This design comes from an exercise in tuning for small area, a short achievable clock period and few clock cycles per item on the open sky130 flow, not from production work.
RTL that was checked went through simulation tests only; none was proved equivalent to the original.
Function not checked in run 1: the RTL went through the layout flow alone.
Power is estimated from default activity; no workload was simulated.

## flow/design.v (module list and top-level ports; edited modules follow where they fit)
// module complex_multiplier: 3520 lines
// module cm_enc: 4 lines
// module cm_sel: 3 lines
// module cm_sel0: 3 lines
// module cm_sels: 3 lines
// module cm_fa: 4 lines
// module cm_ha: 4 lines
// module cm_x3: 3 lines
// module cm_x2: 3 lines
// module cm_xn2: 3 lines
// module cm_sgn: 3 lines
// module cm_negp: 3 lines
// module cm_negm: 3 lines
// module cm_or2: 3 lines
// module cm_enc0: 4 lines
// module cm_g: 3 lines
// module cm_and2: 3 lines
module complex_multiplier #(
    parameter INT_WIDTH = 8,
    parameter FRAC_WIDTH = 8
) (
    input wire clk,
    input wire rst,
    input wire signed [INT_WIDTH+FRAC_WIDTH-1:0] a_real,
    input wire signed [INT_WIDTH+FRAC_WIDTH-1:0] a_imag,
    input wire signed [INT_WIDTH+FRAC_WIDTH-1:0] b_real,
    input wire signed [INT_WIDTH+FRAC_WIDTH-1:0] b_imag,
    output wire signed [INT_WIDTH+FRAC_WIDTH-1:0] out_real,
    output wire signed [INT_WIDTH+FRAC_WIDTH-1:0] out_imag,
    input wire start,
    output reg done
);
  // ...
==> flow/flow/run.sh <==
#!/bin/bash
# The standard layout (the standard.sh, standard synthesis unchanged), with two
# placement/resizer settings changed: the input and output ports get a plain buffer
# (buf_4) instead of the resizer's default pick, and the resizer may swap a cell for one
# of another footprint when it repairs timing.
set -euo pipefail
bash standard.sh BUFFER_PORTS_ARGS="-buffer_cell sky130_fd_sc_hd__buf_4" MATCH_CELL_FOOTPRINT=0 finish > layout.log 2>&1
==> flow/standard.sh <==
#!/bin/bash
# synth_recipe.tcl (not shown) runs the flow's synth.tcl, then flattens the netlist and writes it again
# the make line also repeats each setting of config.mk as NAME=value (left out here)
make -C /OpenROAD-flow-scripts/flow DESIGN_CONFIG=/design/flow/config.mk WORK_HOME=/design/flow/orfs CLKGATE_MAP_FILE= SYNTH_SCRIPT=/design/flow/synth_recipe.tcl "${@:-finish}"
==> flow/config.mk <==
export PLATFORM = sky130hd
export DESIGN_NAME = complex_multiplier
export DESIGN_NICKNAME = complex_multiplier
export VERILOG_FILES = /design/flow/design.v
export SDC_FILE = /design/flow/constraint.sdc
export NUM_CORES = 4
export LEC_CHECK = 0
export CAP_MARGIN = 20
export CORE_MARGIN = 2
export CORE_UTILIZATION = 60
export PLACE_DENSITY = 0.75
export SETUP_SLACK_MARGIN = 4.8
export SLEW_MARGIN = 20
export SYNTH_HIERARCHICAL = 1
export SYNTH_MINIMUM_KEEP_SIZE = 0
==> flow/constraint.sdc <==
create_clock -name core_clock -period 10.0 [get_ports {clk}]
set_input_delay 2.0000 -clock core_clock [delete_from_list [all_inputs] [get_ports {clk}]]
set_output_delay 2.0000 -clock core_clock [all_outputs]
set_load 0.01 [all_outputs]
==> results.py, run 1 <==
metrics = {
    "job": {
        "drv_cap": 0,
    },
    "global_routing": {
        "grt-ovfl-total": 0,
        "grt_busiest_layer": "met2",
        "grt_max_degree": 45,
    },
    "placement": {
        "dp_cells": 2365,
        "placed_cell_area_um2": 21940,
        "dp_hpwl_um": 45080,
    },
    "synthesis": {
        "postSynthAreaPerCell_um2": 11.11,
        "synthTopCellsByCount": "o22ai_1 (464), xnor2_1 (370), fa_1 (367), xor2_1 (148), ha_1 (108)",
        "syn_nets": 2372,
        "yosys.area_share.xor_xnor_pct": 24.18,
        "netlist_area_um2": 20340,
        "synth-edff-count": 0,
        "synth_top_area_share_pct": 36.12,
        "synth_area_leader_cell": "fa_1",
    },
    "sta": {
        "setup_viol": 0,
        "whs_ns": 1.430,
        "relSlewSlack_pct": 31.91,
        "fin_setup_tns_ns": 0,
        "post-route-period-util_pct": 51.96,
    },
    "worst_hold_path": {
        "hold_class": "input port to async pin",
    },
    "worst_setup_path": {
        "critPathMostFrequentCell": "fa_1",
        "start_kind": "input port",
        "worst_ep_required_time_ns": 10.25,
    },
    "clock_tree": {
        "clock-sinks": 97,
        "cts_resized": 58,
    },
    "floorplanning": {
        "die_h_um": 188.1,
    },
    "final_layout": {
        "drive_gt1_share_pct": 13.99,
        "n_all_buffers": 160,
        "fin_area_um2": 23250,
        "seq_share_pct": 8.372,
        "clock_area_share_pct": 1.410,
        "final-nonclk-buf-share_pct": 6.898,
    },
    "power": {
        "comb-power_mw": 6.07,
        "power_mw": 7.258,
    },
    "routing": {
        "drc_errors": 0,
    },
    "run_status": {
        "status": "finished clean",
    },
}
==> run 2, diff against run 1 <==
--- a/flow/design.v
+++ b/flow/design.v
@@ -1117,36 +1117,36 @@
   wire p560, g560;
   cm_ha u560 (.a(c552), .b(s553), .s(p560), .co(g560));
   wire p561, g561;
   cm_ha u561 (.a(c553), .b(s554), .s(p561), .co(g561));
   wire p562, g562;
   cm_ha u562 (.a(c554), .b(s555), .s(p562), .co(g562));
   wire g563;
   cm_g u563 (.g1(g562), .p1(p562), .g0(g561), .g(g563));
-  wire p564;
-  cm_and2 u564 (.a(p562), .b(p561), .y(p564));
-  wire g565;
-  cm_g u565 (.g1(g560), .p1(p560), .g0(g559), .g(g565));
-  wire p566;
-  cm_and2 u566 (.a(p560), .b(p559), .y(p566));
+  wire g564;
+  cm_g u564 (.g1(g560), .p1(p560), .g0(g559), .g(g564));
+  wire p565;
+  cm_and2 u565 (.a(p562), .b(p561), .y(p565));
+  wire g566;
+  cm_g u566 (.g1(g563), .p1(p565), .g0(g564), .g(g566));
   wire g567;
-  cm_g u567 (.g1(g563), .p1(p564), .g0(g565), .g(g567));
-  wire p568;
-  cm_and2 u568 (.a(p564), .b(p566), .y(p568));
-  wire g569;
-  cm_g u569 (.g1(g558), .p1(p558), .g0(g557), .g(g569));
-  wire p570;
-  cm_and2 u570 (.a(p558), .b(p557), .y(p570));
-  wire g571;
-  cm_and2 u571 (.a(pp35), .b(g556), .y(g571));
-  wire g572;
-  cm_g u572 (.g1(g569), .p1(p570), .g0(g571), .g(g572));
+  cm_g u567 (.g1(g558), .p1(p558), .g0(g557), .g(g567));
+  wire g568;
+  cm_and2 u568 (.a(pp35), .b(g556), .y(g568));
+  wire p569;
+  cm_and2 u569 (.a(p558), .b(p557), .y(p569));
+  wire g570;
+  cm_g u570 (.g1(g567), .p1(p569), .g0(g568), .g(g570));
+  wire p571;
+  cm_and2 u571 (.a(p560), .b(p559), .y(p571));
+  wire p572;
+  cm_and2 u572 (.a(p565), .b(p571), .y(p572));
   wire g573;
-  cm_g u573 (.g1(g567), .p1(p568), .g0(g572), .g(g573));
+  cm_g u573 (.g1(g566), .p1(p572), .g0(g570), .g(g573));
   wire inv574 = ~ng384;
   wire inv575 = ~pp302;
   wire s576;
   cm_xn2 u576 (.a(ng419), .b(pp303), .s(s576));
   wire c577;
   cm_or2 u577 (.a(ng419), .b(pp303), .y(c577));
   wire s578, c578;
   cm_ha u578 (.a(pp336), .b(pp369), .s(s578), .co(c578));
@@ -1193,36 +1193,36 @@
   wire p601, g601;
   cm_ha u601 (.a(c592), .b(s593), .s(p601), .co(g601));
   wire p602, g602;
   cm_ha u602 (.a(c593), .b(s594), .s(p602), .co(g602));
   wire p603, g603;
   cm_ha u603 (.a(c594), .b(s595), .s(p603), .co(g603));
   wire g604;
   cm_g u604 (.g1(g603), .p1(p603), .g0(g602), .g(g604));
-  wire p605;
-  cm_and2 u605 (.a(p603), .b(p602), .y(p605));
-  wire g606;
-  cm_g u606 (.g1(g601), .p1(p601), .g0(g600), .g(g606));
-  wire p607;
-  cm_and2 u607 (.a(p601), .b(p600), .y(p607));
+  wire g605;
+  cm_g u605 (.g1(g601), .p1(p601), .g0(g600), .g(g605));
+  wire p606;
+  cm_and2 u606 (.a(p603), .b(p602), .y(p606));
+  wire g607;
+  cm_g u607 (.g1(g604), .p1(p606), .g0(g605), .g(g607));
   wire g608;
-  cm_g u608 (.g1(g604), .p1(p605), .g0(g606), .g(g608));
-  wire p609;
-  cm_and2 u609 (.a(p605), .b(p607), .y(p609));
-  wire g610;
-  cm_g u610 (.g1(g599), .p1(p599), .g0(g598), .g(g610));
-  wire p611;
-  cm_and2 u611 (.a(p599), .b(p598), .y(p611));
-  wire g612;
-  cm_g u612 (.g1(g597), .p1(p597), .g0(g596), .g(g612));
-  wire g613;
-  cm_g u613 (.g1(g610), .p1(p611), .g0(g612), .g(g613));
+  cm_g u608 (.g1(g599), .p1(p599), .g0(g598), .g(g608));
+  wire g609;
+  cm_g u609 (.g1(g597), .p1(p597), .g0(g596), .g(g609));
+  wire p610;
+  cm_and2 u610 (.a(p599), .b(p598), .y(p610));
+  wire g611;
+  cm_g u611 (.g1(g608), .p1(p610), .g0(g609), .g(g611));
+  wire p612;
+  cm_and2 u612 (.a(p601), .b(p600), .y(p612));
+  wire p613;
+  cm_and2 u613 (.a(p606), .b(p612), .y(p613));
   wire g614;
-  cm_g u614 (.g1(g608), .p1(p609), .g0(g613), .g(g614));
+  cm_g u614 (.g1(g607), .p1(p613), .g0(g611), .g(g614));
   wire s615, c615;
   cm_fa u615 (.a(ng189), .b(ng453), .c(pp107), .s(s615), .co(c615));
   wire s616, c616;
   cm_fa u616 (.a(pp140), .b(pp173), .c(pp305), .s(s616), .co(c616));
   wire s617, c617;
   cm_fa u617 (.a(pp338), .b(pp371), .c(pp404), .s(s617), .co(c617));
   wire s618, c618;
   cm_fa u618 (.a(pp42), .b(pp437), .c(pp74), .s(s618), .co(c618));
@@ -2654,36 +2654,36 @@
   wire p1340, g1340;
   cm_ha u1340 (.a(c1332), .b(s1333), .s(p1340), .co(g1340));
   wire p1341, g1341;
   cm_ha u1341 (.a(c1333), .b(s1334), .s(p1341), .co(g1341));
   wire p1342, g1342;
   cm_ha u1342 (.a(c1334), .b(s1335), .s(p1342), .co(g1342));
   wire g1343;
   cm_g u1343 (.g1(g1342), .p1(p1342), .g0(g1341), .g(g1343));
-  wire p1344;
-  cm_and2 u1344 (.a(p1342), .b(p1341), .y(p1344));
-  wire g1345;
-  cm_g u1345 (.g1(g1340), .p1(p1340), .g0(g1339), .g(g1345));
-  wire p1346;
-  cm_and2 u1346 (.a(p1340), .b(p1339), .y(p1346));
+  wire g1344;
+  cm_g u1344 (.g1(g1340), .p1(p1340), .g0(g1339), .g(g1344));
+  wire p1345;
+  cm_and2 u1345 (.a(p1342), .b(p1341), .y(p1345));
+  wire g1346;
+  cm_g u1346 (.g1(g1343), .p1(p1345), .g0(g1344), .g(g1346));
   wire g1347;
-  cm_g u1347 (.g1(g1343), .p1(p1344), .g0(g1345), .g(g1347));
-  wire p1348;
-  cm_and2 u1348 (.a(p1344), .b(p1346), .y(p1348));
-  wire g1349;
-  cm_g u1349 (.g1(g1338), .p1(p1338), .g0(g1337), .g(g1349));
-  wire p1350;
-  cm_and2 u1350 (.a(p1338), .b(p1337), .y(p1350));
-  wire g1351;
-  cm_and2 u1351 (.a(pp816), .b(g1336), .y(g1351));
-  wire g1352;
-  cm_g u1352 (.g1(g1349), .p1(p1350), .g0(g1351), .g(g1352));
+  cm_g u1347 (.g1(g1338), .p1(p1338), .g0(g1337), .g(g1347));
+  wire g1348;
+  cm_and2 u1348 (.a(pp816), .b(g1336), .y(g1348));
+  wire p1349;
+  cm_and2 u1349 (.a(p1338), .b(p1337), .y(p1349));
+  wire g1350;
+  cm_g u1350 (.g1(g1347), .p1(p1349), .g0(g1348), .g(g1350));
+  wire p1351;
+  cm_and2 u1351 (.a(p1340), .b(p1339), .y(p1351));
+  wire p1352;
+  cm_and2 u1352 (.a(p1345), .b(p1351), .y(p1352));
   wire g1353;
-  cm_g u1353 (.g1(g1347), .p1(p1348), .g0(g1352), .g(g1353));
+  cm_g u1353 (.g1(g1346), .p1(p1352), .g0(g1350), .g(g1353));
   wire s1354, c1354;
   cm_ha u1354 (.a(ng1199), .b(pp1084), .s(s1354), .co(c1354));
   wire s1355, c1355;
   cm_ha u1355 (.a(pp1085), .b(pp1117), .s(s1355), .co(c1355));
   wire s1356, c1356;
   cm_ha u1356 (.a(ng1164), .b(pp1082), .s(s1356), .co(c1356));
   wire s1357, c1357;
   cm_ha u1357 (.a(pp1083), .b(pp1115), .s(s1357), .co(c1357));
@@ -2714,36 +2714,36 @@
   wire p1370, g1370;
   cm_ha u1370 (.a(c1362), .b(s1363), .s(p1370), .co(g1370));
   wire p1371, g1371;
   cm_ha u1371 (.a(c1363), .b(s1364), .s(p1371), .co(g1371));
   wire p1372, g1372;
   cm_ha u1372 (.a(c1364), .b(s1365), .s(p1372), .co(g1372));
   wire g1373;
   cm_g u1373 (.g1(g1372), .p1(p1372), .g0(g1371), .g(g1373));
-  wire p1374;
-  cm_and2 u1374 (.a(p1372), .b(p1371), .y(p1374));
-  wire g1375;
-  cm_g u1375 (.g1(g1370), .p1(p1370), .g0(g1369), .g(g1375));
-  wire p1376;
-  cm_and2 u1376 (.a(p1370), .b(p1369), .y(p1376));
+  wire g1374;
+  cm_g u1374 (.g1(g1370), .p1(p1370), .g0(g1369), .g(g1374));
+  wire p1375;
+  cm_and2 u1375 (.a(p1372), .b(p1371), .y(p1375));
+  wire g1376;
+  cm_g u1376 (.g1(g1373), .p1(p1375), .g0(g1374), .g(g1376));
   wire g1377;
-  cm_g u1377 (.g1(g1373), .p1(p1374), .g0(g1375), .g(g1377));
-  wire p1378;
-  cm_and2 u1378 (.a(p1374), .b(p1376), .y(p1378));
-  wire g1379;
-  cm_g u1379 (.g1(g1368), .p1(p1368), .g0(g1367), .g(g1379));
-  wire p1380;
-  cm_and2 u1380 (.a(p1368), .b(p1367), .y(p1380));
-  wire g1381;
-  cm_and2 u1381 (.a(pp1079), .b(g1366), .y(g1381));
-  wire g1382;
-  cm_g u1382 (.g1(g1379), .p1(p1380), .g0(g1381), .g(g1382));
+  cm_g u1377 (.g1(g1368), .p1(p1368), .g0(g1367), .g(g1377));
+  wire g1378;
+  cm_and2 u1378 (.a(pp1079), .b(g1366), .y(g1378));
+  wire p1379;
+  cm_and2 u1379 (.a(p1368), .b(p1367), .y(p1379));
+  wire g1380;
+  cm_g u1380 (.g1(g1377), .p1(p1379), .g0(g1378), .g(g1380));
+  wire p1381;
+  cm_and2 u1381 (.a(p1370), .b(p1369), .y(p1381));
+  wire p1382;
+  cm_and2 u1382 (.a(p1375), .b(p1381), .y(p1382));
   wire g1383;
-  cm_g u1383 (.g1(g1377), .p1(p1378), .g0(g1382), .g(g1383));
+  cm_g u1383 (.g1(g1376), .p1(p1382), .g0(g1380), .g(g1383));
   wire s1384, c1384;
   cm_ha u1384 (.a(ng1233), .b(ng970), .s(s1384), .co(c1384));
   wire s1385, c1385;
   cm_fa u1385 (.a(pp1086), .b(pp1118), .c(pp1151), .s(s1385), .co(c1385));
   wire s1386, c1386;
   cm_fa u1386 (.a(pp1184), .b(pp1217), .c(pp823), .s(s1386), .co(c1386));
   wire s1387, c1387;
   cm_fa u1387 (.a(pp855), .b(pp888), .c(pp921), .s(s1387), .co(c1387));
==> flow/flow/run.sh (replaced) <==
#!/bin/bash
# The standard layout (the standard.sh, standard synthesis unchanged), with two
# placement/resizer settings changed: the input and output ports get a plain buffer
# (buf_2) instead of the resizer's default pick, and the resizer may swap a cell for one
# of another footprint when it repairs timing.
set -euo pipefail
bash standard.sh BUFFER_PORTS_ARGS="-buffer_cell sky130_fd_sc_hd__buf_2" MATCH_CELL_FOOTPRINT=0 finish > layout.log 2>&1
==> flow/config.mk (replaced) <==
export PLATFORM = sky130hd
export DESIGN_NAME = complex_multiplier
export DESIGN_NICKNAME = complex_multiplier
export VERILOG_FILES = /design/flow/design.v
export SDC_FILE = /design/flow/constraint.sdc
export NUM_CORES = 4
export LEC_CHECK = 0
export CAP_MARGIN = 20
export CORE_MARGIN = 2
export CORE_UTILIZATION = 40
export CTS_BUF_LIST = sky130_fd_sc_hd__clkbuf_4 sky130_fd_sc_hd__clkbuf_8
export CTS_CLUSTER_SIZE = 30
export SETUP_SLACK_MARGIN = 4.8
export SLEW_MARGIN = 20
export SYNTH_HIERARCHICAL = 1
export SYNTH_MINIMUM_KEEP_SIZE = 0
==> run 2 against run 1 <==
- still clean
- critical path depth stayed put
- final area rose by 2.4%
- power down 3.5%
- synthesized area unchanged
- combinational power fell by 2%
- largest power group unchanged
- highest routed layer unchanged
==> results.py, run 2 <==
metrics = {
    "sta": {
        "hold_violations": 0,
        "rsz0062_at_grt": "true",
        "slew_violations": 0,
        "post-route-period-util_pct": 52.66,
        "fmax_mhz": 189.9,
        "fin_setup_tns_ns": 0,
        "tightest_slew_ns": 1.124,
        "setup_viol": 0,
        "relSlewSlack_pct": 24.73,
        "finalCriticalPeriod_ns": 5.266,
    },
    "synthesis": {
        "synth_area_leader_cell": "fa_1",
        "async_reset_ff_share_pct": 1.031,
        "ys_types": 20,
        "ys_seq_area_share_pct": 9.572,
        "yosysMostFrequentCell": "o22ai_1",
        "synth_cells": 1830,
        "yosys_warnings": 7,
        "synth_seq_cells": 97,
        "netlist_area_um2": 20340,
        "syn_nets": 2372,
        "synthTopCellsByCount": "o22ai_1 (464), xnor2_1 (370), fa_1 (367), xor2_1 (148), ha_1 (108)",
        "synth_top_area_share_pct": 36.12,
        "synth_top_flop_cell": "dfxtp_1",
        "synth_area_leaders": "fa_1 (36%), xnor2_1 (16%), o22ai_1 (14%), dfxtp_1 (9.4%), ha_1 (6.6%)",
        "synth-edff-count": 0,
        "postSynthAreaPerCell_um2": 11.11,
    },
    "final_layout": {
        "drive_gt1_share_pct": 16.32,
        "final_nets": 2572,
        "syn_to_final_growth_pct": 17.03,
        "final_common_cell": "o22ai_1",
        "mostFrequentLayoutCells": "o22ai_1 (452), xnor2_1 (356), fa_1 (344)",
    },
    "clock_tree": {
        "cts_tree": "built",
        "cts-root-buf": "clkbuf_8",
        "clk_path_buf_depth": 2,
        "clk_pin_slew_worst_paths_ns": 0.09,
        "cts_htree_levels": 3,
        "clock-sinks": 97,
        "numCtsBuffers": 9,
        "cts_hold_buf": 0,
    },
    "routing": {
        "drtAntennaViolNets": 0,
        "drt_iter0_drc": 1865,
        "vias": 17390,
        "routed_wl_um": 73620,
        "first_pass_iters": 6,
        "vias_per_cell": 6.420,
        "drc_errors": 0,
        "wl_per_cell_um": 27.19,
    },
    "worst_setup_path": {
        "path_class": "input port to flip-flop",
        "start_kind": "input port",
        "critical_path.max_fanout": 40,
        "end_kind": "flip-flop",
        "worst_ep_required_time_ns": 10.31,
        "crit_path_end": "im_q1_5",
        "crit_arrival_ns": 5.58,
        "critPathLaunch": "b_imag[11]",
    },
    "power": {
        "vdd_drop_max_uv": 216.9,
        "p_leak_nw": 9.674,
        "power_mw": 7.002,
        "power_density_nw_per_um2": 294.2,
    },
    "floorplanning": {
        "ios": 100,
        "initial_core_util_pct": 40.54,
        "dieArea_um2": 52670,
        "dieWidth_um": 229.5,
        "rows": 82,
        "core_region_area_um2": 50170,
        "die_h_um": 229.5,
    },
    "placement": {
        "dp_hpwl_um": 48190,
        "io_buffer_count": 99,
        "gp_congestion": 0.9101,
    },
    "run_status": {
        "status": "finished clean",
    },
    "global_routing": {
        "grt_pass1_vias": 18200,
        "grt_pass1_wl_um": 107400,
        "grt_max_degree": 44,
        "grt_antenna_before_repair": 3,
        "grt-ovfl-total": 0,
        "grtUsageTotal_pct": 26.86,
    },
    "worst_hold_path": {
        "hold_class": "input port to async pin",
    },
    "job": {
        "drv_cap": 0,
    },
}
[run 2: kinds of logic (layout without fill, tap and decap cells)]
| kind of cell | Yosys count | after routing | share of synthesized area, % |
|---|---|---|---|
| AOI/OAI and AO/OA | 591 | 597 | 19.52 |
| xor gates and xnor gates | 534 | 537 | 24.18 |
| adders and majority gates | 475 | 475 | 42.77 |
| buffers and inverters | 58 | 253 | 1.661 |
| DFF | 97 | 97 | 9.572 |
| other | 0 | 2 | 0 |
| and+or+nand+nor | 75 | 75 | 2.307 |
[run 2: what timing repair did]
action,CTS,global route
setup endpoints to repair,93,45
gates resized for setup,85,33
setup buffers,19,42
cloned,11,13
pin swaps,15,10
[run 2: report_power, final]
group          switching [mW]  leakage (nW)  internal [mW]
clock network           0.145         0.106          0.142
registers              0.0995         0.820          0.674
logic                    3.10          8.75           2.84
[run 2: area by class of cell]
class / instances / area, um2
Clock buffer: 10 / 131.4
Clock inverter: 5 / 81.33
Sequential cell: 97 / 1947
Inverter: 26 / 97.59
Tap cell: 672 / 840.8
Fill cell: 4587 / 26370
Multi-Input combinational cell: 1684 / 18700
Antenna cell: 2 / 5.005
Timing Repair Buffer: 212 / 2003
[run 2: per-module statistics from Yosys (local to each module, per instance), a selection]
| module | copies in the design | cells inside | area [um2] |
|---|---|---|---|
| complex_multiplier | 1 | 155 | 2290 |
| cm_enc | 14 | 4 | 30.03 |
| cm_fa | 367 | 1 | 20.02 |
| cm_ha | 108 | 1 | 12.51 |
| cm_negm | 7 | 1 | 10.01 |
| cm_enc0 | 2 | 2 | 10.01 |
| cm_xn2 | 356 | 1 | 8.758 |
| cm_sgn | 16 | 1 | 7.507 |
| cm_g | 69 | 1 | 7.507 |
| cm_sel | 464 | 1 | 6.256 |
| cm_and2 | 35 | 1 | 6.256 |
| cm_or2 | 8 | 1 | 6.256 |
[run 2: metal layers]
| layer | vias up | share of wire [%] | global-route usage [%] |
|---|---|---|---|
| met5 | - | 0.011 | 0 |
| met4 | 2 | 7.6 | 17.25 |
| met3 | 398 | 8.6 | 4.557 |
| met2 | 1149 | 47 | 44.84 |
| met1 | 8690 | 37 | 32.08 |
| li1 | 7147 | - | - |
[run 2: critical path, cell delays in order]
cell,delay [ns]
buf_2,0.11
buf_12,0.19
and3b_2,0.34
a21oi_4,0.29
o22ai_1,0.14
fa_2,0.61
fa_1,0.47
fa_1,0.50
fa_1,0.40
fa_1,0.44
[run 2: per-stage QoR]
step | cell area, um2 | hold WS (ns) | setup WS, ns | util, % | cells
4_1_cts | 22990 | 1.346 | 4.811 | 45.82 | 2651
3_5_place_dp | 22100 | 1.834 | 3.577 | 44.04 | 2606
6_report | 23800 | 1.378 | 4.734 | 47.44 | 2708
3_3_place_gp | 22100 | 1.831 | 3.638 | 44.04 | 2606
2_1_floorplan | 20720 | 1.729 | 4.751 | - | 1830
5_1_grt | 23800 | 1.363 | 4.769 | 47.44 | 2708
[run 2: how the worst min path moves through the flow]
stage	endpoint	slack, ns
after floorplan	done	1.73
after CTS	done	1.35
after global placement	done	1.83
after global routing	done	1.36
final	done	1.38
after detailed placement	done	1.83
Testbench counts of run 2, summed over its fixed seeds: cycles 4,000, items 4,000.
==> run 3, diff against run 2 <==
==> flow/flow/run.sh (replaced) <==
#!/bin/bash
# The standard layout (the standard.sh, standard synthesis unchanged), with two
# placement/resizer settings changed: the input and output ports get a plain buffer
# (buf_4) instead of the resizer's default pick, and the resizer may swap a cell for one
# of another footprint when it repairs timing.
set -euo pipefail
bash standard.sh BUFFER_PORTS_ARGS="-buffer_cell sky130_fd_sc_hd__buf_4" MATCH_CELL_FOOTPRINT=0 finish > layout.log 2>&1
--- a/flow/config.mk
+++ b/flow/config.mk
@@ -10,7 +10,7 @@
 export CORE_UTILIZATION = 40
 export CTS_BUF_LIST = sky130_fd_sc_hd__clkbuf_4 sky130_fd_sc_hd__clkbuf_8
 export CTS_CLUSTER_SIZE = 30
-export SETUP_SLACK_MARGIN = 4.8
+export SETUP_SLACK_MARGIN = 4.9
 export SLEW_MARGIN = 20
 export SYNTH_HIERARCHICAL = 1
 export SYNTH_MINIMUM_KEEP_SIZE = 0
==> run 3 against run 2 <==
- sequential cell count unchanged
- count of clock-buffer cells in the layout increased by 1
- setup slack gained 0.15 ns
- critical path type unchanged
==> results.py, run 3 <==
metrics = {
    "power": {
        "p_leak_nw": 9.484,
        "power_mw": 7.414,
        "power_density_nw_per_um2": 312.9,
        "vdd_drop_max_uv": 453.9,
    },
    "floorplanning": {
        "core_region_area_um2": 50170,
        "dieArea_um2": 52670,
        "dieWidth_um": 229.5,
        "die_h_um": 229.5,
        "initial_core_util_pct": 40.54,
        "rows": 82,
        "ios": 100,
    },
    "clock_tree": {
        "numCtsBuffers": 9,
        "clk_path_buf_depth": 2,
        "clock-sinks": 97,
        "cts-root-buf": "clkbuf_8",
        "cts_tree": "built",
        "cts_htree_levels": 3,
        "cts_hold_buf": 0,
        "clk_pin_slew_worst_paths_ns": 0.08,
    },
    "placement": {
        "dp_hpwl_um": 48060,
        "io_buffer_count": 99,
        "gp_congestion": 0.9312,
        "placed_cell_area_um2": 22300,
        "pre_cts_slack_ns": 3.671,
    },
    "global_routing": {
        "grtUsageTotal_pct": 26.81,
        "grt_pass1_wl_um": 107300,
        "grt_max_degree": 45,
        "grt_util_met1_pct": 32.47,
        "use_met2_pct": 45.18,
        "grt_busiest_layer": "met2",
        "grt_antenna_before_repair": 0,
        "use_met3_pct": 3.947,
        "grt-ovfl-total": 0,
        "grt_pass1_vias": 17920,
    },
    "sta": {
        "setup_viol": 0,
        "finalCriticalPeriod_ns": 5.113,
        "fin_setup_tns_ns": 0,
        "setup_ws_ns": 4.887,
        "fmax_mhz": 195.6,
        "relSlewSlack_pct": 28.92,
        "slew_violations": 0,
        "rsz0062_at_grt": "true",
        "tightest_slew_ns": 1.061,
        "hold_violations": 0,
        "post-route-period-util_pct": 51.13,
    },
    "final_layout": {
        "drive_gt1_share_pct": 15.35,
        "antennaDiodeCount": 0,
        "final_common_cell": "o22ai_1",
        "fill_cells": 4597,
        "mostFrequentLayoutCells": "o22ai_1 (446), xnor2_1 (356), fa_1 (339)",
        "fin_area_um2": 23690,
        "syn_to_final_growth_pct": 16.49,
        "final_nets": 2524,
    },
    "worst_setup_path": {
        "crit_arrival_ns": 5.50,
        "critPathSlowestCell": "a21oi_4",
        "path_class": "input port to flip-flop",
        "worst_ep_required_time_ns": 10.39,
        "start_kind": "input port",
        "slowest_delay_ns": 0.68,
        "end_kind": "flip-flop",
        "critPathMostFrequentCell": "fa_1",
        "crit_chain": "buf_4 > and3b_1 > a21oi_4 > o22ai_1 > fa_1 > fa_1 > fa_1 > fa_2",
        "critical_path.max_fanout": 14,
    },
    "job": {
        "drv_cap": 0,
    },
    "synthesis": {
        "yosysMostFrequentCell": "o22ai_1",
        "netlist_area_um2": 20340,
        "syn_nets": 2372,
        "ys_types": 20,
        "synth-edff-count": 0,
        "synth_cells": 1830,
        "async_reset_ff_share_pct": 1.031,
        "synth_area_leaders": "fa_1 (36%), xnor2_1 (16%), o22ai_1 (14%), dfxtp_1 (9.4%), ha_1 (6.6%)",
        "yosys_warnings": 7,
        "synth_seq_cells": 97,
        "synth_area_leader_cell": "fa_1",
        "postSynthAreaPerCell_um2": 11.11,
        "synth_top_flop_cell": "dfxtp_1",
        "synthTopCellsByCount": "o22ai_1 (464), xnor2_1 (370), fa_1 (367), xor2_1 (148), ha_1 (108)",
        "synth_top_area_share_pct": 36.12,
        "ys_seq_area_share_pct": 9.572,
    },
    "routing": {
        "first_pass_iters": 8,
        "drtAntennaViolNets": 0,
        "wl_per_cell_um": 27.35,
        "drc_errors": 0,
        "vias_per_cell": 6.410,
        "vias": 17040,
        "drt_iter0_drc": 1872,
        "routed_wl_um": 72720,
    },
    "worst_hold_path": {
        "hold_class": "input port to async pin",
    },
    "run_status": {
        "status": "finished clean",
    },
}
## run 3: stage by stage
| stage | std cells | hold WS [ns] | util (%) |
|---|---|---|---|
| 6_report | 2659 | 1.387 | 47.22 |
| 5_1_grt | 2659 | 1.386 | 47.22 |
| 4_1_cts | 2643 | 1.353 | 46.35 |
| 3_5_place_dp | 2588 | 1.846 | 44.45 |
| 3_3_place_gp | 2588 | 1.843 | 44.45 |
| 2_1_floorplan | 1830 | 1.729 | - |
## run 3: cells by family (layout without fill, tap and decap cells)
logic type	after synthesis	in the layout	share of synthesized area, %
AOI/OAI and AO/OA	591	600	19.52
xor gates and xnor gates	534	539	24.18
adders and majority gates	475	475	42.77
buffers and inverters	58	201	1.661
DFF	97	97	9.572
and+or+nand+nor	75	75	2.307
## run 3: worst max-delay path: cells and delay by family
kind | cells | cell delay (ns)
adder cells (fa/ha/maj) | 4 | 1.98
AO/OA/AOI/OAI | 2 | 0.86
buffers and inverters | 1 | 0.29
AND/OR/NAND/NOR | 1 | 0.34
## run 3: final cells by class
type | count | area (um2) | share of cell area (%)
clock inverters | 5 | 102.6 | 0.4330
flip-flops and latches | 97 | 1951 | 8.233
well taps | 672 | 840.8 | 3.549
inverters | 26 | 97.59 | 0.4119
repair buffers | 159 | 1655 | 6.987
clock buffers | 11 | 145.1 | 0.6126
multi-input cells | 1689 | 18900 | 79.77
## run 3: per-layer routing
| layer | wire length (um) | vias up |
|---|---|---|
| li1 | - | 7045 |
| met1 | 26790 | 8534 |
| met2 | 35070 | 1140 |
| met3 | 6301 | 324 |
| met4 | 4552 | 0 |
| met5 | 0 | - |
## run 3: power by group
part / internal (mW) / switching [mW]
combinational: 3.17 / 3.14
clock: 0.175 / 0.144
sequential: 0.675 / 0.103
total: 4.02 / 3.39
## run 3: worst paths after layout
path | cells after the start | endpoint | slack (ns) | start
setup / recovery | 8 | re_q1_7 | 4.89 | b_imag[11]
hold / removal | 2 | done | 1.39 | rst
max in group asynchronous | 2 | done | 8.53 | rst
min in group core_clock | 1 | done | 1.66 | start
## run 3: modules after synthesis (local to each module, per instance), excerpt
module,times used,cells inside,flops+latches,cell area [um2]
cm_and2,35,1,0,6.256
cm_enc0,2,2,0,10.01
complex_multiplier,1,155,97,2290
cm_g,69,1,0,7.507
cm_sgn,16,1,0,7.507
cm_x3,16,1,0,23.77
cm_sel,464,1,0,6.256
## run 3: what timing repair did
item	in CTS	in global routing
pin swaps	21	16
buffers inserted	28	9
endpoints found under the setup margin	92	43
cloned	11	7
gates resized for setup	63	34
endpoints found under the hold margin	0	0
==> run 4, diff against run 3 <==
--- a/flow/config.mk
+++ b/flow/config.mk
@@ -10,7 +10,7 @@
 export CORE_UTILIZATION = 40
 export CTS_BUF_LIST = sky130_fd_sc_hd__clkbuf_4 sky130_fd_sc_hd__clkbuf_8
 export CTS_CLUSTER_SIZE = 30
-export SETUP_SLACK_MARGIN = 4.9
+export SETUP_SLACK_MARGIN = 4.7
 export SLEW_MARGIN = 20
 export SYNTH_HIERARCHICAL = 1
 export SYNTH_MINIMUM_KEEP_SIZE = 0
==> run 4 against run 3 <==
- setup slack got worse by 0.14 ns
- count of clock-buffer cells in the layout unchanged
- worst hold slack improved by 0.0075 ns
- non-clock buffer count decreased by 7
- critical path depth increased by 1
- utilization decreased by 1.5 points
- highest routed layer unchanged
- via count decreased by 2.5%
- synthesized area unchanged
- routed wire length decreased by 4.8%
- sequential cell count unchanged
- sequential power decreased by 0.6%
- sequential share of layout area increased by 0.25 points
==> results.py, run 4 <==
metrics = {
    "sta": {
        "relSlewSlack_pct": 19.09,
        "tightest_slew_ns": 1.208,
        "rsz0062_at_grt": "true",
        "fin_setup_tns_ns": 0,
        "setup_viol": 0,
        "finalCriticalPeriod_ns": 5.252,
        "hold_violations": 0,
        "fmax_mhz": 190.4,
        "slew_violations": 0,
        "setup_ws_ns": 4.748,
        "whs_ns": 1.395,
        "post-route-period-util_pct": 52.52,
    },
    "floorplanning": {
        "ios": 100,
        "die_h_um": 229.5,
        "core_region_area_um2": 50170,
        "initial_core_util_pct": 40.54,
        "rows": 82,
        "dieWidth_um": 229.5,
        "dieArea_um2": 52670,
    },
    "global_routing": {
        "grt_util_met1_pct": 31.36,
        "grt_busiest_layer": "met2",
        "grtUsageTotal_pct": 26.51,
        "use_met3_pct": 4.943,
        "grt_antenna_before_repair": 0,
        "grt_max_degree": 44,
        "grt-ovfl-total": 0,
        "grt_pass1_wl_um": 105900,
        "grt_pass1_vias": 17770,
        "use_met2_pct": 45.20,
    },
    "worst_setup_path": {
        "path_class": "input port to flip-flop",
        "worst_ep_required_time_ns": 10.32,
        "critical_path.max_fanout": 35,
        "slowest_delay_ns": 0.57,
        "crit_chain": "buf_6 > nor2_1 > a21oi_4 > o22ai_1 > fa_1 > fa_1 > fa_1 > fa_1 > fa_1",
        "critPathSlowestCell": "fa_1",
        "critPathLaunch": "b_real[13]",
        "critPathMostFrequentCell": "fa_1",
        "end_kind": "flip-flop",
        "start_kind": "input port",
        "crit_arrival_ns": 5.57,
    },
    "synthesis": {
        "ys_types": 20,
        "yosysMostFrequentCell": "o22ai_1",
        "synth-edff-count": 0,
        "synth_top_area_share_pct": 36.12,
        "netlist_area_um2": 20340,
        "async_reset_ff_share_pct": 1.031,
        "synth_area_leaders": "fa_1 (36%), xnor2_1 (16%), o22ai_1 (14%), dfxtp_1 (9.4%), ha_1 (6.6%)",
        "synthTopCellsByCount": "o22ai_1 (464), xnor2_1 (370), fa_1 (367), xor2_1 (148), ha_1 (108)",
        "syn_nets": 2372,
        "yosys_warnings": 7,
        "synth_top_flop_cell": "dfxtp_1",
        "synth_area_leader_cell": "fa_1",
        "synth_seq_cells": 97,
        "ys_seq_area_share_pct": 9.572,
        "postSynthAreaPerCell_um2": 11.11,
        "synth_cells": 1830,
    },
    "routing": {
        "drc_errors": 0,
        "vias_per_cell": 6.276,
        "wl_per_cell_um": 26.15,
        "routed_wl_um": 69220,
        "vias": 16610,
        "first_pass_iters": 7,
        "drt_iter0_drc": 1338,
        "drtAntennaViolNets": 0,
    },
    "placement": {
        "gp_congestion": 0.9216,
        "dp_hpwl_um": 47660,
        "placed_cell_area_um2": 22090,
        "io_buffer_count": 99,
        "pre_cts_slack_ns": 3.635,
    },
    "final_layout": {
        "final_nets": 2512,
        "final_common_cell": "o22ai_1",
        "antennaDiodeCount": 0,
        "fin_area_um2": 22950,
        "syn_to_final_growth_pct": 12.84,
        "drive_gt1_share_pct": 11.70,
        "mostFrequentLayoutCells": "o22ai_1 (464), fa_1 (367), xnor2_1 (356)",
    },
    "clock_tree": {
        "cts-root-buf": "clkbuf_8",
        "clk_path_buf_depth": 2,
        "clk_pin_slew_worst_paths_ns": 0.09,
        "cts_tree": "built",
        "numCtsBuffers": 9,
        "cts_htree_levels": 3,
        "cts_hold_buf": 0,
        "clock-sinks": 97,
    },
    "power": {
        "power_density_nw_per_um2": 311.7,
        "vdd_drop_max_uv": 428.9,
        "p_leak_nw": 9.277,
    },
    "worst_hold_path": {
        "hold_class": "input port to async pin",
    },
    "run_status": {
        "status": "finished clean",
    },
    "job": {
        "drv_cap": 0,
    },
}
==> run 4: changes by cell type in the layout (fill, tap and decap cells not counted), moves of 5 or more <==
cell / delta
ha_4: -7
buf_4: +5
buf_16: -6
o22ai_1: +18
o22ai_2: -18
ha_1: +7
fa_2: -28
fa_1: +28
buf_12: -10
==> run 4: power by group <==
group / switching [mW] / internal (mW)
clock network: 0.147 / 0.149
registers: 0.0995 / 0.674
logic: 3.09 / 2.99
==> run 4: logic make-up after synthesis <==
logic type      after synthesis  synth area share [%]
compound gates              591                 19.52
xor+xnor                    534                 24.18
fa+ha+maj                   475                 42.77
flops                        97                 9.572
simple gates                 75                 2.307
buf+inv                      58                 1.661
==> run 4: final timing paths <==
path,to,cells after the start,slack [ns]
worst max-delay path,re_q1_11,9,4.75
worst min-delay path,done,2,1.39
max in group asynchronous,done,2,8.52
min in group core_clock,done,1,1.67
==> run 4: metrics by stage <==
| stage | std cells | power [mW] | utilization, % |
|---|---|---|---|
| finish | 2647 | 7.153 | 45.75 |
| CTS | 2635 | 7.210 | 45.33 |
| global placement | 2590 | 6.710 | 44.03 |
| global route | 2647 | 7.992 | 45.75 |
| floorplan | 1830 | 5.300 | - |
| detailed placement | 2590 | 6.796 | 44.03 |
==> run 4: critical path: cells and delay by family <==
| kind | cells | cell delay (ns) |
|---|---|---|
| fa+ha+maj | 5 | 2.36 |
| compound gates | 2 | 0.60 |
| buf+inv | 1 | 0.33 |
| simple gates | 1 | 0.24 |
==> run 4: timing repair <==
action                     CTS  global route
hold endpoints to repair     0             0
buffers inserted            20            12
resized for setup           30            31
cloned                       9             0
setup endpoints to repair   77            39
pin swaps                    7             9
==> run 4: area by class of cell <==
cell class              count  area [um2]
fillers                  4638       27220
inverters                  26       97.59
clock inverters             5       86.33
clock buffers              11       138.9
well taps                 672       840.8
flip-flops and latches     97        1947
multi-input cells        1684       18510
repair buffers            152        1334
==> run 4: metal layers <==
layer,vias up,wire [um]
li1,7014,-
met5,-,0
met4,0,4117
met1,8402,26240
met3,283,5010
met2,913,33850
==> run 4: modules after synthesis, one instance, submodules excluded, a selection <==
module              cell area, um2  cells inside
cm_and2                      6.256             1
cm_enc                       30.03             4
cm_fa                        20.02             1
cm_g                         7.507             1
cm_negm                      10.01             1
cm_sel                       6.256             1
cm_x3                        23.77             1
complex_multiplier            2290           155
==> run 5, diff against run 4 <==
--- a/flow/config.mk
+++ b/flow/config.mk
@@ -10,7 +10,7 @@
 export CORE_UTILIZATION = 40
 export CTS_BUF_LIST = sky130_fd_sc_hd__clkbuf_4 sky130_fd_sc_hd__clkbuf_8
 export CTS_CLUSTER_SIZE = 30
-export SETUP_SLACK_MARGIN = 4.7
+export SETUP_SLACK_MARGIN = 4.8
 export SLEW_MARGIN = 20
 export SYNTH_HIERARCHICAL = 1
 export SYNTH_MINIMUM_KEEP_SIZE = 0
==> run 5 against run 4 <==
- still clean
- synthesized area did not move
- worst hold slack barely moved
- sequential cell count did not move
- largest power group unchanged
==> results.py, run 5 <==
metrics = {
    "run_status": {
        "status": "finished clean",
    },
    "clock_tree": {
        "cts_tree": "built",
        "clk_pin_slew_worst_paths_ns": 0.09,
        "cts-root-buf": "clkbuf_8",
        "clk_path_buf_depth": 2,
        "clock-sinks": 97,
        "numCtsBuffers": 9,
        "cts_htree_levels": 3,
    },
    "global_routing": {
        "grt_pass1_vias": 17940,
        "grt_pass1_wl_um": 105400,
        "grt-ovfl-total": 0,
        "grt_max_degree": 45,
        "grtUsageTotal_pct": 26.15,
        "grt_antenna_before_repair": 0,
    },
    "placement": {
        "io_buffer_count": 99,
        "dp_hpwl_um": 47590,
        "gp_congestion": 0.9237,
    },
    "sta": {
        "rsz0062_at_grt": "true",
        "relSlewSlack_pct": 29.08,
        "fin_setup_tns_ns": 0,
        "finalCriticalPeriod_ns": 5.171,
        "setup_viol": 0,
        "hold_violations": 0,
        "slew_violations": 0,
        "fmax_mhz": 193.4,
        "post-route-period-util_pct": 51.71,
        "tightest_slew_ns": 1.059,
    },
    "synthesis": {
        "syn_nets": 2372,
        "synth_area_leaders": "fa_1 (36%), xnor2_1 (16%), o22ai_1 (14%), dfxtp_1 (9.4%), ha_1 (6.6%)",
        "synth_seq_cells": 97,
        "async_reset_ff_share_pct": 1.031,
        "synth-edff-count": 0,
        "yosysMostFrequentCell": "o22ai_1",
        "synth_cells": 1830,
        "postSynthAreaPerCell_um2": 11.11,
        "synthTopCellsByCount": "o22ai_1 (464), xnor2_1 (370), fa_1 (367), xor2_1 (148), ha_1 (108)",
        "yosys_warnings": 7,
        "synth_area_leader_cell": "fa_1",
        "ys_types": 20,
        "netlist_area_um2": 20340,
        "synth_top_flop_cell": "dfxtp_1",
        "ys_seq_area_share_pct": 9.572,
        "synth_top_area_share_pct": 36.12,
    },
    "routing": {
        "first_pass_iters": 5,
        "drt_iter0_drc": 1466,
        "routed_wl_um": 68500,
        "vias": 16720,
        "drtAntennaViolNets": 0,
        "vias_per_cell": 6.313,
        "drc_errors": 0,
        "wl_per_cell_um": 25.87,
    },
    "power": {
        "vdd_drop_max_uv": 314.4,
        "power_density_nw_per_um2": 314.0,
        "power_mw": 7.300,
        "p_leak_nw": 9.349,
    },
    "floorplanning": {
        "ios": 100,
        "rows": 82,
        "die_h_um": 229.5,
        "dieWidth_um": 229.5,
        "dieArea_um2": 52670,
        "core_region_area_um2": 50170,
        "initial_core_util_pct": 40.54,
    },
    "final_layout": {
        "antennaDiodeCount": 0,
        "syn_to_final_growth_pct": 14.30,
        "mostFrequentLayoutCells": "o22ai_1 (452), xnor2_1 (356), fa_1 (348)",
        "final_common_cell": "o22ai_1",
        "final_nets": 2514,
        "drive_gt1_share_pct": 13.51,
    },
    "worst_setup_path": {
        "slowest_delay_ns": 0.56,
        "worst_ep_required_time_ns": 10.31,
        "critPathSlowestCell": "fa_1",
        "crit_chain": "buf_12 > and3b_1 > a21oi_4 > buf_8 > o22ai_1 > fa_1 > fa_1 > fa_1 > fa_1 > fa_1",
        "end_kind": "flip-flop",
        "crit_arrival_ns": 5.48,
        "path_class": "input port to flip-flop",
        "critPathMostFrequentCell": "fa_1",
        "critical_path.max_fanout": 43,
        "start_kind": "input port",
    },
    "job": {
        "drv_cap": 0,
    },
    "worst_hold_path": {
        "hold_class": "input port to async pin",
    },
}
-- run 5: path summary, 6_finish.rpt --
check	depth (start not counted)	startpoint	end	slack, ns
min	2	rst	done	1.39
min in group core_clock	1	start	done	1.67
max	10	b_real[7]	im_q1_11	4.83
max in group asynchronous	2	rst	done	8.52
-- run 5: modules after synthesis, one instance, submodules excluded, excerpt --
module              times used  flip-flops and latches  cells
cm_negp                     21                       0      1
cm_ha                      108                       0      1
cm_enc                      14                       0      4
cm_sel                     464                       0      1
cm_xn2                     356                       0      1
cm_fa                      367                       0      1
cm_and2                     35                       0      1
complex_multiplier           1                      97    155
cm_enc0                      2                       0      2
cm_sgn                      16                       0      1
cm_negm                      7                       0      1
cm_or2                       8                       0      1
cm_x2                      148                       0      1
-- run 5: layout make-up --
type                       instances  area [um2]
tap                              672       840.8
inverter                          26       97.59
timing repair buffer             154        1424
multi-input combinational       1684       18670
clock buffer                      10       137.6
clock inverter                     5       127.6
fill                            4615       26920
sequential                        97        1947
-- run 5: where the power goes --
group | leakage, nW | total (mW) | internal [mW] | switching, mW
registers | 0.820 | 0.773 | 0.674 | 0.0988
logic | 8.40 | 6.19 | 3.09 | 3.10
clock network | 0.129 | 0.337 | 0.196 | 0.141
total | 9.35 | 7.30 | 3.96 | 3.34
-- run 5: kinds of logic after synthesis --
| logic type | Yosys count | synth area share, % |
|---|---|---|
| xor gates and xnor gates | 534 | 24.18 |
| DFF | 97 | 9.572 |
| adders and majority gates | 475 | 42.77 |
| AOI/OAI and AO/OA | 591 | 19.52 |
| buffers and inverters | 58 | 1.661 |
| and+or+nand+nor | 75 | 2.307 |
-- run 5: per-stage QoR --
step / setup WS (ns) / instance area [um2] / utilization, % / hold WS, ns / std cells
final: 4.829 / 23250 / 46.34 / 1.395 / 2648
after floorplan: 4.751 / 20720 / - / 1.729 / 1830
after global placement: 3.713 / 22250 / 44.34 / 1.843 / 2593
after global routing: 4.779 / 23250 / 46.34 / 1.378 / 2648
after CTS: 4.779 / 23010 / 45.87 / 1.356 / 2640
after detailed placement: 3.635 / 22250 / 44.34 / 1.846 / 2593
-- run 5: what timing repair did --
item                                    in CTS  in global routing
hold endpoints to repair                     0                  0
pin swaps                                   10                 10
hold buffers                                 0                  0
gates cloned                                 8                  2
setup buffers                               24                  6
gates resized for setup                     45                 30
endpoints found under the setup margin      79                 41
-- run 5: layer usage --
layer / global-route usage, % / routed length (um) / vias to the layer above
li1: - / - / 7024
met1: 31.09 / 25570 / 8378
met2: 44.50 / 33430 / 978
met3: 4.071 / 5119 / 336
met4: 15.89 / 4376 / 0
met5: 0 / 0 / -
-- run 5: critical path, delay by kind of cell --
family / cells / cell delay, ns
compound gates: 2 / 0.29
fa+ha+maj: 5 / 2.33
buf+inv: 2 / 0.54
simple gates: 1 / 0.25
==> run 6, diff against run 5 <==
--- a/flow/config.mk
+++ b/flow/config.mk
@@ -10,6 +10,8 @@
 export CORE_UTILIZATION = 40
 export CTS_BUF_LIST = sky130_fd_sc_hd__clkbuf_4 sky130_fd_sc_hd__clkbuf_8
 export CTS_CLUSTER_SIZE = 30
+export GPL_ROUTABILITY_DRIVEN = 0
+export PLACE_DENSITY = 0.7
 export SETUP_SLACK_MARGIN = 4.8
 export SLEW_MARGIN = 20
 export SYNTH_HIERARCHICAL = 1
==> run 6 against run 5 <==
- routed wire length increased by 0.98%
- sequential cell count unchanged
- fmax decreased by 0.46%
- sequential power about the same
- via count increased by 2.3%
- setup slack got worse by 0.024 ns
- utilization increased by 0.082 points
- critical endpoint is now im_q1_8
==> results.py, run 6 <==
metrics = {
    "sta": {
        "setup_viol": 0,
        "post-route-period-util_pct": 51.95,
        "fmax_mhz": 192.5,
        "rsz0062_at_grt": "true",
        "finalCriticalPeriod_ns": 5.195,
        "slew_violations": 0,
        "tightest_slew_ns": 0.9437,
        "fin_setup_tns_ns": 0,
        "hold_violations": 0,
        "relSlewSlack_pct": 36.78,
    },
    "global_routing": {
        "grt_antenna_before_repair": 0,
        "grt_pass1_vias": 18250,
        "grt-ovfl-total": 0,
        "grt_max_degree": 45,
        "grtUsageTotal_pct": 26.33,
        "grt_pass1_wl_um": 106000,
    },
    "synthesis": {
        "synth_seq_cells": 97,
        "yosys_warnings": 7,
        "postSynthAreaPerCell_um2": 11.11,
        "ys_seq_area_share_pct": 9.572,
        "syn_nets": 2372,
        "synth_cells": 1830,
        "synth_top_flop_cell": "dfxtp_1",
        "yosysMostFrequentCell": "o22ai_1",
        "ys_types": 20,
        "synthTopCellsByCount": "o22ai_1 (464), xnor2_1 (370), fa_1 (367), xor2_1 (148), ha_1 (108)",
        "synth_area_leader_cell": "fa_1",
        "synth-edff-count": 0,
        "netlist_area_um2": 20340,
        "synth_area_leaders": "fa_1 (36%), xnor2_1 (16%), o22ai_1 (14%), dfxtp_1 (9.4%), ha_1 (6.6%)",
        "async_reset_ff_share_pct": 1.031,
        "synth_top_area_share_pct": 36.12,
    },
    "routing": {
        "drt_iter0_drc": 1936,
        "vias": 17100,
        "vias_per_cell": 6.463,
        "routed_wl_um": 69170,
        "wl_per_cell_um": 26.14,
        "drc_errors": 0,
        "drtAntennaViolNets": 0,
        "first_pass_iters": 6,
    },
    "placement": {
        "dp_hpwl_um": 46760,
        "dp_cells": 2593,
        "io_buffer_count": 99,
        "placed_cell_area_um2": 22250,
    },
    "floorplanning": {
        "dieArea_um2": 52670,
        "die_h_um": 229.5,
        "rows": 82,
        "core_region_area_um2": 50170,
        "initial_core_util_pct": 40.54,
        "ios": 100,
        "dieWidth_um": 229.5,
    },
    "power": {
        "p_leak_nw": 9.348,
        "vdd_drop_max_uv": 205.4,
        "power_density_nw_per_um2": 314.8,
    },
    "clock_tree": {
        "clock-sinks": 97,
        "clk_path_buf_depth": 2,
        "cts-root-buf": "clkbuf_8",
        "numCtsBuffers": 9,
        "clk_pin_slew_worst_paths_ns": 0.10,
        "cts_tree": "built",
        "cts_htree_levels": 3,
    },
    "worst_setup_path": {
        "critical_path.max_fanout": 41,
        "start_kind": "input port",
        "critPathLaunch": "b_real[1]",
        "worst_ep_required_time_ns": 10.30,
        "end_kind": "flip-flop",
        "path_class": "input port to flip-flop",
        "crit_arrival_ns": 5.50,
    },
    "final_layout": {
        "fill_cells": 4507,
        "seqCellArea_um2": 1947,
        "final_nets": 2510,
        "mostFrequentLayoutCells": "o22ai_1 (452), xnor2_1 (356), fa_1 (348)",
        "syn_to_final_growth_pct": 14.51,
        "drive_gt1_share_pct": 13.58,
        "multiInputGateArea_um2": 18720,
        "instances_no_fill": 2646,
        "final_common_cell": "o22ai_1",
        "fin_area_um2": 23290,
    },
    "worst_hold_path": {
        "hold_class": "input port to async pin",
    },
    "job": {
        "drv_cap": 0,
    },
    "run_status": {
        "status": "finished clean",
    },
}
run 6: power breakdown:
part           total (mW)  switching (mW)  internal (mW)
clock               0.335           0.149          0.186
combinational        6.22            3.15           3.07
sequential          0.776           0.102          0.674
run 6: layout make-up:
| type | count | share of cell area [%] |
|---|---|---|
| repair buffers | 149 | 6.114 |
| diodes | 1 | 0.01074 |
| well taps | 672 | 3.610 |
| inverters | 26 | 0.4190 |
| flip-flops and latches | 97 | 8.359 |
| clock buffers | 12 | 0.7091 |
| clock inverters | 4 | 0.4190 |
| multi-input cells | 1685 | 80.36 |
run 6: critical path, stage by stage:
cell      delay [ns]
clkbuf_8        0.28
nor2_1          0.42
a21oi_4         0.10
buf_12          0.16
o22ai_1         0.21
fa_2            0.49
fa_1            0.54
fa_2            0.48
fa_2            0.36
fa_1            0.44
run 6: layer usage:
| layer | vias to the layer above | wire length [um] | share of wire (%) | GRT usage [%] |
|---|---|---|---|---|
| li1 | 7023 | - | - | - |
| met1 | 8452 | 24290 | 35 | 30.62 |
| met2 | 1235 | 32510 | 47 | 43.09 |
| met3 | 392 | 7678 | 11 | 7.184 |
| met4 | 0 | 4684 | 6.8 | 16.44 |
| met5 | - | 0 | 0 | 0 |
run 6: path summary, 6_finish.rpt:
check	endpoint	slack [ns]	cells after the start
setup / recovery	im_q1_8	4.80	10
hold / removal	done	1.42	2
max in group asynchronous	done	8.49	2
min in group core_clock	done	1.70	1
run 6: through the flow:
step                      hold WS [ns]  setup WS, ns  util (%)  total power [mW]
after global placement           1.843         3.792     44.34             6.711
after detailed placement         1.847         3.722     44.34             6.849
after floorplan                  1.729         4.751         -             5.339
after CTS                        1.403         4.807     45.84             7.300
final                            1.417         4.805     46.42             7.331
after global routing             1.408         4.767     46.42             8.138
run 6: per-module statistics from Yosys, one instance, submodules excluded:
| module | cells inside | flops+latches |
|---|---|---|
| cm_negp | 1 | 0 |
| cm_sgn | 1 | 0 |
| cm_x3 | 1 | 0 |
| cm_enc | 4 | 0 |
| cm_ha | 1 | 0 |
| cm_and2 | 1 | 0 |
| cm_negm | 1 | 0 |
| cm_xn2 | 1 | 0 |
| cm_g | 1 | 0 |
| cm_enc0 | 2 | 0 |
| cm_x2 | 1 | 0 |
| cm_fa | 1 | 0 |
| cm_or2 | 1 | 0 |
| complex_multiplier | 155 | 97 |
| cm_sel | 1 | 0 |
run 6: timing repair:
| item | in CTS | in global routing |
|---|---|---|
| pin swaps | 9 | 8 |
| setup buffers | 16 | 10 |
| hold buffers | 0 | 0 |
| endpoints found under the setup margin | 83 | 51 |
| endpoints found under the hold margin | 0 | 0 |
| gates resized for setup | 51 | 38 |
| gates cloned | 9 | 1 |
run 6: cell families after synthesis:
group	count (synthesis)	synth area share, %
AOI/OAI and AO/OA	591	19.52
xor gates and xnor gates	534	24.18
adders and majority gates	475	42.77
DFF	97	9.572
and+or+nand+nor	75	2.307
buffers and inverters	58	1.661
==> run 7, diff against run 6 <==
--- a/flow/config.mk
+++ b/flow/config.mk
@@ -10,9 +10,7 @@
 export CORE_UTILIZATION = 40
 export CTS_BUF_LIST = sky130_fd_sc_hd__clkbuf_4 sky130_fd_sc_hd__clkbuf_8
 export CTS_CLUSTER_SIZE = 30
-export GPL_ROUTABILITY_DRIVEN = 0
-export PLACE_DENSITY = 0.7
-export SETUP_SLACK_MARGIN = 4.8
+export SETUP_SLACK_MARGIN = 4.85
 export SLEW_MARGIN = 20
 export SYNTH_HIERARCHICAL = 1
 export SYNTH_MINIMUM_KEEP_SIZE = 0
==> run 7 against run 6 <==
- power fell by 0.51%
- fmax grew 1.9%
- still clean on timing, DRC and antenna
- clock power down 18%
- largest power group unchanged
- synthesized cell count unchanged
- combinational power about the same
- setup slack improved by 0.095 ns
- non-clock buffer count rose by 9
- sequential power shrank 0.6%
- critical path depth is the same
- utilization is 0.32 points higher
- routed wire length up 2.0%
==> results.py, run 7 <==
metrics = {
    "synthesis": {
        "yosysMostFrequentCell": "o22ai_1",
        "ys_seq_area_share_pct": 9.572,
        "postSynthAreaPerCell_um2": 11.11,
        "synth_top_area_share_pct": 36.12,
        "syn_nets": 2372,
        "ys_types": 20,
        "synthTopCellsByCount": "o22ai_1 (464), xnor2_1 (370), fa_1 (367), xor2_1 (148), ha_1 (108)",
        "synth_seq_cells": 97,
        "yosys_warnings": 7,
        "synth_area_leader_cell": "fa_1",
        "async_reset_ff_share_pct": 1.031,
        "synth_cells": 1830,
        "netlist_area_um2": 20340,
        "synth-edff-count": 0,
        "synth_top_flop_cell": "dfxtp_1",
        "synth_area_leaders": "fa_1 (36%), xnor2_1 (16%), o22ai_1 (14%), dfxtp_1 (9.4%), ha_1 (6.6%)",
    },
    "power": {
        "p_leak_nw": 9.414,
        "vdd_drop_max_uv": 393.3,
        "power_density_nw_per_um2": 311.0,
    },
    "sta": {
        "relSlewSlack_pct": 25.73,
        "post-route-period-util_pct": 51.01,
        "fin_setup_tns_ns": 0,
        "fmax_mhz": 196.1,
        "finalCriticalPeriod_ns": 5.101,
        "rsz0062_at_grt": "false",
        "tightest_slew_ns": 1.109,
        "setup_viol": 0,
        "slew_violations": 0,
        "hold_violations": 0,
    },
    "worst_setup_path": {
        "crit_arrival_ns": 5.42,
        "end_kind": "flip-flop",
        "critical_path.max_fanout": 39,
        "start_kind": "input port",
        "worst_ep_required_time_ns": 10.32,
        "critPathLaunch": "b_real[11]",
        "path_class": "input port to flip-flop",
    },
    "routing": {
        "drc_errors": 0,
        "wl_per_cell_um": 26.57,
        "vias_per_cell": 6.341,
        "drtAntennaViolNets": 0,
        "drt_iter0_drc": 1648,
        "first_pass_iters": 7,
        "vias": 16840,
        "routed_wl_um": 70580,
    },
    "final_layout": {
        "antennaDiodeCount": 0,
        "syn_to_final_growth_pct": 15.31,
        "drive_gt1_share_pct": 14.62,
        "fill_cells": 4566,
        "final_common_cell": "o22ai_1",
        "final_nets": 2521,
        "fin_area_um2": 23450,
        "mostFrequentLayoutCells": "o22ai_1 (448), xnor2_1 (356), fa_1 (344)",
    },
    "floorplanning": {
        "core_region_area_um2": 50170,
        "initial_core_util_pct": 40.54,
        "rows": 82,
        "dieWidth_um": 229.5,
        "die_h_um": 229.5,
        "ios": 100,
        "dieArea_um2": 52670,
    },
    "global_routing": {
        "grtUsageTotal_pct": 26.95,
        "grt-ovfl-total": 0,
        "grt_max_degree": 45,
        "grt_pass1_vias": 18090,
        "grt_antenna_before_repair": 0,
        "grt_pass1_wl_um": 107500,
    },
    "clock_tree": {
        "cts_tree": "built",
        "cts_htree_levels": 3,
        "cts_hold_buf": 0,
        "numCtsBuffers": 9,
        "clk_pin_slew_worst_paths_ns": 0.09,
        "clk_path_buf_depth": 2,
        "clock-sinks": 97,
        "cts-root-buf": "clkbuf_8",
    },
    "placement": {
        "dp_hpwl_um": 47700,
        "placed_cell_area_um2": 22270,
        "gp_congestion": 0.9084,
        "io_buffer_count": 99,
    },
    "run_status": {
        "status": "finished clean",
    },
    "job": {
        "drv_cap": 0,
    },
    "worst_hold_path": {
        "hold_class": "input port to async pin",
    },
}
run 7: cell count changes in the layout (fill, tap and decap cells not counted), sizes merged:
cell / previous run / this run
buf: 148 / 156
diode: 1 / 0
xnor2: 373 / 375
clkinv: 0 / 2
bufinv: 3 / 1
clkbuf: 13 / 14
run 7: what timing repair did:
action                     CTS  global route
gates resized for setup     66            29
setup endpoints to repair   88            40
gates cloned                11             3
pin swaps                   22             7
setup buffers               33             3
run 7: layout make-up:
class | instances | area [um2] | share of cell area, %
Multi-Input combinational cell | 1687 | 18810 | 80.21
Sequential cell | 97 | 1947 | 8.301
Timing Repair Buffer | 158 | 1545 | 6.589
Inverter | 26 | 97.59 | 0.4161
Clock inverter | 4 | 51.30 | 0.2187
Clock buffer | 12 | 158.9 | 0.6775
Tap cell | 672 | 840.8 | 3.585
run 7: worst max-delay path, cell delays in order:
cell and delay [ns]:
buf_16 0.18, and3b_1 0.43, a21oi_4 0.07, buf_12 0.15, o22ai_1 0.30, fa_1 0.51, fa_1 0.54, fa_1 0.43
fa_2 0.35, fa_1 0.42
run 7: how the worst max path moves through the flow:
stage               slack (ns)  cells past startpoint           end
floorplan                 4.75                      8       re_q1_9
CTS                       4.85                     10  out_imag[15]
global placement          3.73                      9       im_q1_9
detailed placement        3.68                      9       re_q1_8
global route              4.85                      9      re_q1_10
finish                    4.90                     10       re_q1_7
run 7: kinds of logic (layout without fill, tap and decap cells):
| kind of cell | count (synthesis) | after routing | synth area share [%] |
|---|---|---|---|
| compound gates | 591 | 598 | 19.52 |
| xor+xnor | 534 | 539 | 24.18 |
| flops | 97 | 97 | 9.572 |
| fa+ha+maj | 475 | 475 | 42.77 |
| buf+inv | 58 | 200 | 1.661 |
| simple gates | 75 | 75 | 2.307 |
run 7: Yosys stat by module (local to each module, per instance), a selection:
module   area (um2)  cells
cm_fa         20.02      1
cm_sel        6.256      1
cm_or2        6.256      1
cm_sgn        7.507      1
cm_enc0       10.01      2
cm_and2       6.256      1
cm_enc        30.03      4
cm_ha         12.51      1
cm_x3         23.77      1
cm_xn2        8.758      1
cm_negm       10.01      1
cm_negp       11.26      1
cm_x2         8.758      1
cm_g          7.507      1
run 7: report_power, final:
group / total, mW / leakage, nW / switching (mW) / internal (mW)
Combinational: 6.25 / 8.49 / 3.11 / 3.14
Clock: 0.276 / 0.106 / 0.144 / 0.131
Sequential: 0.771 / 0.820 / 0.0975 / 0.674
Total: 7.29 / 9.41 / 3.35 / 3.94
run 7: routing by layer:
| layer | GRT usage [%] | part of all wire, % | vias to the layer above |
|---|---|---|---|
| li1 | - | - | 7045 |
| met3 | 4.744 | 8.8 | 313 |
| met5 | 0 | 0 | - |
| met2 | 45.17 | 48 | 1047 |
| met1 | 32.63 | 37 | 8436 |
| met4 | 15.46 | 5.8 | 0 |
run 7: per-stage QoR:
step | worst slack, ns | total power [mW] | instances | hold slack (ns) | utilization, %
2_1_floorplan | 4.751 | 5.348 | 1830 | 1.729 | -
3_3_place_gp | 3.727 | 6.721 | 2590 | 1.843 | 44.40
3_5_place_dp | 3.681 | 6.770 | 2590 | 1.847 | 44.40
4_1_cts | 4.848 | 7.334 | 2650 | 1.371 | 46.23
5_1_grt | 4.853 | 8.152 | 2656 | 1.398 | 46.75
6_report | 4.899 | 7.294 | 2656 | 1.389 | 46.75
==> run 8, diff against run 7 <==
--- a/flow/config.mk
+++ b/flow/config.mk
@@ -8,9 +8,10 @@
 export CAP_MARGIN = 20
 export CORE_MARGIN = 2
 export CORE_UTILIZATION = 40
-export CTS_BUF_LIST = sky130_fd_sc_hd__clkbuf_4 sky130_fd_sc_hd__clkbuf_8
-export CTS_CLUSTER_SIZE = 30
-export SETUP_SLACK_MARGIN = 4.85
+export CTS_BUF_LIST = sky130_fd_sc_hd__clkbuf_8
+export CTS_CLUSTER_DIAMETER = 100
+export CTS_CLUSTER_SIZE = 50
+export SETUP_SLACK_MARGIN = 4.8
 export SLEW_MARGIN = 20
 export SYNTH_HIERARCHICAL = 1
 export SYNTH_MINIMUM_KEEP_SIZE = 0
==> run 8 against run 7 <==
- highest routed layer unchanged
- still clean on timing, DRC and antenna
- sequential power barely moved
- routed wire length fell by 3.0%
- clock power rose by 22%
- largest power group unchanged
- sequential share of layout area rose by 0.073 points
- largest cell class unchanged
==> results.py, run 8 <==
metrics = {
    "run_status": {
        "status": "finished clean",
    },
    "job": {
        "drv_cap": 0,
    },
    "synthesis": {
        "synth_cells": 1830,
        "ys_seq_area_share_pct": 9.572,
        "synthTopCellsByCount": "o22ai_1 (464), xnor2_1 (370), fa_1 (367), xor2_1 (148), ha_1 (108)",
        "ys_types": 20,
        "synth-edff-count": 0,
        "syn_nets": 2372,
        "yosys_warnings": 7,
        "synth_area_leader_cell": "fa_1",
    },
    "placement": {
        "dp_hpwl_um": 47590,
        "io_buffer_count": 99,
        "placed_cell_area_um2": 22250,
    },
    "global_routing": {
        "grt_max_degree": 45,
    },
    "final_layout": {
        "fin_area_um2": 23250,
        "syn_to_final_growth_pct": 14.30,
        "drive_gt1_share_pct": 13.51,
        "instances_no_fill": 2648,
    },
    "routing": {
        "vias_per_cell": 6.313,
        "drtAntennaViolNets": 0,
        "top_layer": "met4",
        "routed_wl_um": 68500,
        "drc_errors": 0,
        "wl_met1_um": 25570,
        "wl_per_cell_um": 25.87,
        "vias": 16720,
    },
    "floorplanning": {
        "initial_core_util_pct": 40.54,
        "ios": 100,
        "core_region_area_um2": 50170,
        "dieArea_um2": 52670,
    },
    "worst_setup_path": {
        "path_class": "input port to flip-flop",
        "crit_arrival_ns": 5.48,
        "start_kind": "input port",
        "end_kind": "flip-flop",
    },
    "sta": {
        "fin_setup_tns_ns": 0,
        "tightest_slew_ns": 1.059,
        "finalCriticalPeriod_ns": 5.171,
        "hold_violations": 0,
        "slew_violations": 0,
        "setup_viol": 0,
    },
    "clock_tree": {
        "cts_tree": "built",
        "clock-sinks": 97,
        "clk_pin_slew_worst_paths_ns": 0.09,
        "numCtsBuffers": 9,
        "cts_htree_levels": 3,
    },
    "power": {
        "power_mw": 7.300,
        "vdd_drop_max_uv": 314.4,
        "power_density_nw_per_um2": 314.0,
        "p_leak_nw": 9.349,
    },
}
==> run 8: cell types whose count changed in the layout (fill, tap and decap cells not counted), sizes merged <==
| cell | before | now |
|---|---|---|
| clkinv | 2 | 0 |
| buf | 156 | 150 |
| a21oi | 21 | 20 |
| bufinv | 1 | 4 |
| xnor2 | 375 | 373 |
==> run 8: final timing paths <==
| kind | depth (start not counted) | slack [ns] | from | end |
|---|---|---|---|---|
| worst max-delay path | 10 | 4.83 | b_real[7] | im_q1_11 |
| worst min-delay path | 2 | 1.39 | rst | done |
| max in group asynchronous | 2 | 8.52 | rst | done |
| min in group core_clock | 1 | 1.67 | start | done |
==> run 8: per-layer routing <==
layer	up-vias	track usage (%)
met5	-	0
met2	978	44.50
met3	336	4.071
li1	7024	-
met1	8378	31.09
met4	0	15.89
==> run 8: critical path: stages <==
cell and delay (ns):
buf_12 0.26, and3b_1 0.25, a21oi_4 0.13, buf_8 0.28
o22ai_1 0.16, fa_1 0.56, fa_1 0.44, fa_1 0.43
fa_1 0.45, fa_1 0.45
==> run 8: repair_timing <==
| action | CTS | global route |
|---|---|---|
| cloned | 8 | 2 |
| setup endpoints to repair | 79 | 41 |
| gates resized for setup | 45 | 30 |
| buffers inserted | 24 | 6 |
| pin swaps | 10 | 10 |
==> run 8: Yosys stat by module (local to each module, per instance), a selection <==
module	cell area, um2	cells
cm_negm	10.01	1
cm_enc	30.03	4
cm_sgn	7.507	1
cm_xn2	8.758	1
cm_ha	12.51	1
cm_x3	23.77	1
cm_or2	6.256	1
cm_enc0	10.01	2
cm_negp	11.26	1
cm_and2	6.256	1
complex_multiplier	2290	155
cm_g	7.507	1
cm_sel	6.256	1
==> run 8: cell families (layout without fill, tap and decap cells) <==
kind of cell / count (synthesis) / count (layout) / synth area share (%)
DFF: 97 / 97 / 9.572
buffers and inverters: 58 / 195 / 1.661
adders and majority gates: 475 / 475 / 42.77
xor gates and xnor gates: 534 / 537 / 24.18
AOI/OAI and AO/OA: 591 / 597 / 19.52
and+or+nand+nor: 75 / 75 / 2.307
==> run 8: metrics by stage <==
step                      worst slack, ns  utilization [%]
after CTS                           4.779            45.87
after global routing                4.779            46.34
after detailed placement            3.635            44.34
final                               4.829            46.34
after floorplan                     4.751                -
after global placement              3.713            44.34
==> run 8: layout make-up <==
type | count | area (um2)
clock inverters | 5 | 127.6
repair buffers | 154 | 1424
well taps | 672 | 840.8
fillers | 4615 | 26920
multi-input cells | 1684 | 18670
flip-flops and latches | 97 | 1947
inverters | 26 | 97.59
clock buffers | 10 | 137.6
==> run 8: report_power, final <==
part / switching [mW] / internal (mW) / total [mW]
Sequential: 0.0988 / 0.674 / 0.773
Clock: 0.141 / 0.196 / 0.337
Combinational: 3.10 / 3.09 / 6.19

Setup slack of run 8, layout unchanged: 4.829 ns with ideal ports, 4.772 ns with driving cells assumed (clock clkbuf_16, inputs buf_2), 4.294 ns with port delays also shifted by the 0.478 ns mid clock arrival.
